What follows belongs to an exercise in optimizing a design on an open flow for small area; a production flow would make more cautious choices. In this exercise RTL edits were held to simulation tests only and were not proved equivalent to the original. Power and IR drop assume default switching activity.

==> flow/design.v, too long to show whole: its modules and the start of the top module <==
// module menu_frames: 98 lines
module menu_frames
    (
        input clk,
        input rst,
        input [1:0] frame_sel,
        output [18:0] address_write,
        output [11:0] data_write
    );
  // ...
==> flow/flow/run.sh <==
#!/bin/bash
# Layout flow: the standard synthesis, then the combinational logic between
# the registers is re-mapped for area with ABC's deepsyn (registers, their names
# and cell types untouched), then the standard flow from floorplan to finish.
set -euo pipefail
HERE=$PWD
R=$HERE/orfs/results/$FLOW_PLATFORM/menu_frames/base
LIB=$FLOW_HOME/platforms/sky130hd/lib/sky130_fd_sc_hd__tt_025C_1v80.lib
T=${REOPT_SECONDS:-90}

bash standard.sh synth > log_standard_synth.txt 2>&1
cp $R/1_2_yosys.v $HERE/standard_1_2_yosys.v

# cells marked don't-use on the platform
DU=$(grep -o 'cell *( *"\?sky130_fd_sc_hd__\(probe\|lpflow\)[a-z0-9_]*' $LIB | sed 's/.*(\s*"\?//' | sort -u | sed 's/^/-dont_use /' | tr '\n' ' ')

pids=()
for s in 1 2 3 4; do
  sed -e "s/@T@/$T/" -e "s/@S@/$s/" flow/deep.abc.in > deep_$s.abc
  cat > reopt_$s.ys <<EOY
read_liberty -ignore_miss_func $LIB
read_verilog $HERE/standard_1_2_yosys.v
hierarchy -top $FLOW_TOP
setattr -mod -set keep_hierarchy 1 sky130_fd_sc_hd__dfxtp_1
flatten
abc -liberty $LIB $DU -script $HERE/deep_$s.abc
opt_clean -purge
hilomap -singleton -hicell sky130_fd_sc_hd__conb_1 HI -locell sky130_fd_sc_hd__conb_1 LO
insbuf -buf sky130_fd_sc_hd__buf_4 A X
opt_clean -purge
blackbox sky130_fd_sc_hd__dfxtp_1
tee -o $HERE/reopt_$s.stat stat -liberty $LIB
check -assert
write_verilog -noattr -nohex -nodec $HERE/reopt_$s.v
EOY
  yosys -s reopt_$s.ys > log_reopt_$s.txt 2>&1 &
  pids+=($!)
done
for p in "${pids[@]}"; do wait $p || true; done

best=""; besta=""
for s in 1 2 3 4; do
  [[ -s reopt_$s.v && -s reopt_$s.stat ]] || continue
  a=$(grep -i "chip area for module" reopt_$s.stat | awk '{print $NF}')
  echo "seed $s area $a" >> log_reopt_choice.txt
  if [[ -z "$besta" ]] || awk "BEGIN{exit !($a < $besta)}"; then best=$s; besta=$a; fi
done
if [[ -n "$best" ]]; then
  echo "using seed $best" >> log_reopt_choice.txt
  cp reopt_$best.v $R/1_2_yosys.v
  rm -f $R/1_synth.odb $R/1_synth.sdc
else
  echo "no re-mapped netlist, keeping the standard one" >> log_reopt_choice.txt
fi

bash standard.sh finish > log_standard_finish.txt 2>&1
==> flow/flow/deep.abc.in <==
strash
&get -n
&deepsyn -T @T@ -S @S@
&put
dch -f
map -a
topo
==> flow/standard.sh <==
#!/bin/bash
# synth_recipe.tcl (not shown) runs the flow's synth.tcl, then flattens the netlist and writes it again
# the make line also repeats each setting of config.mk as NAME=value (left out here)
make -C /OpenROAD-flow-scripts/flow DESIGN_CONFIG=/design/flow/config.mk WORK_HOME=/design/flow/orfs CLKGATE_MAP_FILE= SYNTH_SCRIPT=/design/flow/synth_recipe.tcl "${@:-finish}"
==> flow/config.mk <==
export PLATFORM = sky130hd
export DESIGN_NAME = menu_frames
export DESIGN_NICKNAME = menu_frames
export VERILOG_FILES = /design/flow/design.v
export SDC_FILE = /design/flow/constraint.sdc
export NUM_CORES = 4
export LEC_CHECK = 0
export CAP_MARGIN = 20
export CORE_MARGIN = 2
export CORE_UTILIZATION = 40
export PLACE_DENSITY = 0.6
export SLEW_MARGIN = 20
==> flow/constraint.sdc <==
create_clock -name core_clock -period 10.0 [get_ports {clk}]
set_input_delay 2.0000 -clock core_clock [delete_from_list [all_inputs] [get_ports {clk}]]
set_output_delay 2.0000 -clock core_clock [all_outputs]
set_load 0.01 [all_outputs]
==> flow_metrics.py, run 1 <==
metrics = {
    "global_routing": {
        "grt_max_degree": 40,
        "grtUsageMet1": 0.3846,
        "grt_pass1_wl_um": 32800,
        "met2_usage": 0.3883,
    },
    "worst_setup_path": {
        "rr_startpoint": "hp[3]",
        "crit_cells": 11,
    },
    "timing": {
        "slew_headroom": 0.2846,
        "fin_crit_sh": 0.7197,
    },
    "place": {
        "place_area_um2": 6072,
        "placed_cells_incl_taps": 966,
        "globalplace.congestion": 0.9934,
    },
    "cts": {
        "cts_root_buf": "clkbuf_16",
    },
    "synth": {
        "synth_xor_area_frac": 0.06759,
        "postSynthCellCount": 799,
        "synth_top_family_by_area": "simple AND/OR/NAND/NOR gates",
        "synth.cells.most_frequent": "nor2_1, ha_1, nand2_1",
        "synth_fa_ha_area_frac": 0.1830,
        "yosysSeqAreaShare": 0.08265,
    },
    "hold_path": {
        "whs_endpoint": "c[0]",
    },
    "power_and_ir_drop": {
        "power_leader": "clock",
        "switching_share": 0.2215,
    },
    "final_layout": {
        "multi_input_area_share": 0.7936,
        "final_core_util": 0.4299,
        "final_area_um2": 6177,
        "buffers_excl_clock": 34,
    },
    "outcome": {
        "status": "timing/DRC/antenna clean",
    },
}
==> run 2: changes to the inputs <==
==> flow/run.sh (new file) <==
#!/bin/bash
# synth_recipe.tcl (not shown) runs the flow's synth.tcl, then flattens the netlist and writes it again
# the make line also repeats each setting of config.mk as NAME=value (left out here)
make -C /OpenROAD-flow-scripts/flow DESIGN_CONFIG=/design/flow/config.mk WORK_HOME=/design/flow/orfs CLKGATE_MAP_FILE= SYNTH_SCRIPT=/design/flow/synth_recipe.tcl finish
removed: flow/flow/run.sh
removed: flow/flow/deep.abc.in
removed: flow/standard.sh
==> run 2 against run 1 <==
Against the previous run: flip-flop and latch count did not move; area after synthesis did not move; fmax did not move; sequential power barely moved; count of clock-buffer cells in the layout did not move; power did not move; still clean on timing, DRC and antenna; global-route usage did not move; hold slack did not move.
==> flow_metrics.py, run 2 <==
metrics = {
    "outcome": {
        "status": "timing/DRC/antenna clean",
    },
    "timing": {
        "min_period_ns": 7.197,
        "clock-skew-final_ns": 0.003039,
        "final_max_slew_viol_count": 0,
        "slew_headroom": 0.2846,
        "fin_tns_setup_ns": 0,
        "fin_crit_sh": 0.7197,
        "tightest_slew_ns": 1.072,
        "setup_viol": 0,
        "max_freq_mhz": 139.0,
        "hold_violations": 0,
        "holdWs_ns": 0.4133,
        "rsz0062_at_grt": "false",
    },
    "power_and_ir_drop": {
        "intPower_w": 0.0001850,
        "switching_power_w": 0.00005264,
        "p_clk_frac": 0.502,
        "switching_share": 0.2215,
        "seqPwrFrac": 0.414,
        "powerDensity_nw_per_um2": 38.48,
        "pwr-share-comb": 0.084,
        "p_leak_nw": 2.411,
        "vdd_drop_max_uv": 44.09,
        "total_power_w": 0.0002377,
    },
    "synth": {
        "synth_warnings": 1,
        "yosysMostFrequentCell": "nor2_1",
        "yosysSeqAreaShare": 0.08265,
        "synth_area_leader_cell": "ha_1",
        "ys_seq_elements": 24,
        "syn_avg_cell_area_um2": 7.275,
        "syn_area_um2": 5813,
        "post_synth_num_cell_types": 95,
        "synth-edff-count": 0,
        "netlist.area_leader.share": 0.1485,
        "synth_top_flop_cell": "dfxtp_1",
        "postSynthCellCount": 799,
        "async_flop_share": 0,
        "ys_top_cells_by_area": "ha_1, dfxtp_1, xnor2_1, nor2_1, fa_1",
        "synth.cells.most_frequent": "nor2_1, ha_1, nand2_1",
    },
    "drt": {
        "wl_um": 20360,
        "via_per_inst": 6.444,
        "drtAntennaViolNets": 0,
        "drt_iter0_markers": 635,
        "detailroute.via_count": 6251,
        "avgRoutedWirePerCell_um": 20.98,
        "drc": 0,
        "firstDrtPassIters": 5,
    },
    "cts": {
        "h-tree-depth": 1,
        "clock_latency_ns": 0.27,
        "cts_buffers": 3,
        "postCtsHoldBufs": 0,
        "cts.sinks": 24,
        "cts_tree": "done",
        "cts_root_buf": "clkbuf_16",
        "clockBufferDepth": 2,
        "cts-resized-gates": 0,
        "clkSlewWorstSetupHoldPaths_ns": 0.07,
        "post-cts-setup-buffer-count": 0,
    },
    "place": {
        "hpwl_um": 15670,
        "portBuffers": 26,
        "globalplace.congestion": 0.9934,
    },
    "final_layout": {
        "nFillCells": 1508,
        "antenna-diode-count": 0,
        "layout_commonest_cell": "nor2_1",
        "drive_gt1_frac": 0.05725,
        "fin_nets": 870,
        "seq_area_um2": 480.5,
        "syn_to_final_growth_pct": 6.263,
        "final_cell_mix": "nor2_1, ha_1, nand2_1",
        "multi_input_area_um2": 4902,
        "top_regs": "hp: 10 flops, vp: 10 flops, c: 2 flops",
    },
    "worst_setup_path": {
        "crit_required_ns": 8.00,
        "r2r_slack_ns": 6.75,
        "endpoint_kind": "output port",
        "arrival_ns": 5.20,
        "crit_fanout": 26,
        "critPathKind": "flip-flop to output port",
        "cp-start-kind": "flip-flop",
    },
    "global_routing": {
        "grt_pass1_wl_um": 32800,
        "antenna_found_initial": 0,
        "overflow": 0,
        "grt_pass1_vias": 5770,
        "grt_util_all_layers": 0.2559,
        "grt_max_degree": 40,
    },
    "floorplan": {
        "dieHeight_um": 124.6,
        "row_count": 44,
        "ioPinCount": 35,
        "start_util": 0.4046,
        "dieArea_um2": 15510,
        "die_x_um": 124.6,
        "core_um2": 14370,
    },
    "hold_path": {
        "hold_path.class": "flip-flop to flip-flop",
    },
    "job": {
        "maxCapViolCount": 0,
    },
}
run 2: cell counts after synthesis:
No cell type changed its count.
run 2: final timing paths:
| kind | startpoint | end | depth (start not counted) |
|---|---|---|---|
| worst max-delay path | vp[6] | data_write[6] | 11 |
| worst min-delay path | c[0] | c[0] | 1 |
| worst max register to register | hp[3] | vp[9] | 6 |
| worst min register to register | c[0] | c[0] | 1 |
run 2: cells by family (layout without fill, tap and decap cells):
| family | count (synthesis) | after routing | synth area share |
|---|---|---|---|
| simple gates | 346 | 346 | 0.3267 |
| flops | 24 | 24 | 0.08265 |
| buf+inv | 95 | 75 | 0.07856 |
| compound gates | 205 | 205 | 0.2518 |
| fa+ha+maj | 79 | 79 | 0.1830 |
| mux | 5 | 5 | 0.009040 |
| xor+xnor | 44 | 44 | 0.06759 |
| other cells | 1 | 8 | 0.0006451 |
run 2: critical path, stage by stage (launching register included):
cell and delay (ns):
dfxtp_1 1.03, inv_1 0.44, ha_1 0.57, clkinv_1 0.30, a221o_1 0.41, a211oi_1 0.38
nand3_1 0.19, o41ai_1 0.39, nor3b_1 0.10, and4_1 0.17, a32oi_1 0.34, clkdlybuf4s50_1 0.61
run 2: power groups by stage:
stage	Clock, W	Combinational [W]	Sequential (W)
after floorplan	0	0.0000169	0.0000998
after global placement	0	0.0000198	0.000101
after detailed placement	0	0.0000198	0.000101
after CTS	0.000122	0.0000200	0.0000983
after global routing	0.000125	0.0000224	0.0000985
final	0.000119	0.0000201	0.0000984
run 2: through the flow:
step	setup WS (ns)	instance area, um2	std cells	utilization
global placement	3.163	6072	966	0.4226
detailed placement	3.274	6072	966	0.4226
CTS	2.962	6177	970	0.4299
global route	2.577	6177	970	0.4299
floorplan	4.417	5839	806	-
finish	2.803	6177	970	0.4299
run 2: metal layers:
| metal | GRT usage | vias up | part of all wire |
|---|---|---|---|
| li1 | - | 2930 | - |
| met1 | 0.3846 | 2892 | 0.45 |
| met2 | 0.3883 | 376 | 0.43 |
| met3 | 0.03909 | 53 | 0.093 |
| met4 | 0.04627 | 0 | 0.025 |
| met5 | 0 | - | 0 |
run 2: final cells by class:
type                       instances  area share
multi-input combinational        687      0.7936
sequential                        24     0.07778
timing repair buffer              34     0.05185
tap                              184     0.03727
inverter                          37     0.02248
clock buffer                       3     0.01215
clock inverter                     1    0.004861

[static timing again, ports no longer ideal]
Ports are ideal in the flow. The routed layouts listed here were re-timed in OpenROAD. Step 1 (the two cells are an assumption about what drives the block):
set clk [get_ports {clk}]
set_driving_cell -lib_cell sky130_fd_sc_hd__clkbuf_16 $clk
set_driving_cell -lib_cell sky130_fd_sc_hd__buf_2 [delete_from_list [all_inputs] $clk]
Step 2, shift: input delay + t, output delay - t, t = (earliest + latest rising clock arrival at the registers) / 2. This alone moves slack from input paths to output paths. Three values: ideal ports, drivers, drivers and shift; two values: the first two.
| run | t (ns) | setup slack, ns | worst setup path at the end | latest minus earliest clock arrival (ns) | worst data-port slew with drivers (ns) |
|---|---|---|---|---|---|
| run 1 | 0.299 | 2.803 / 2.770 / 3.070 | register to output | 0.003 / 0.003 | 0.04 |
| run 2 | 0.299 | 2.803 / 2.770 / 3.070 | register to output | 0.003 / 0.003 | 0.04 |
After both steps setup and hold are still met in every run listed.
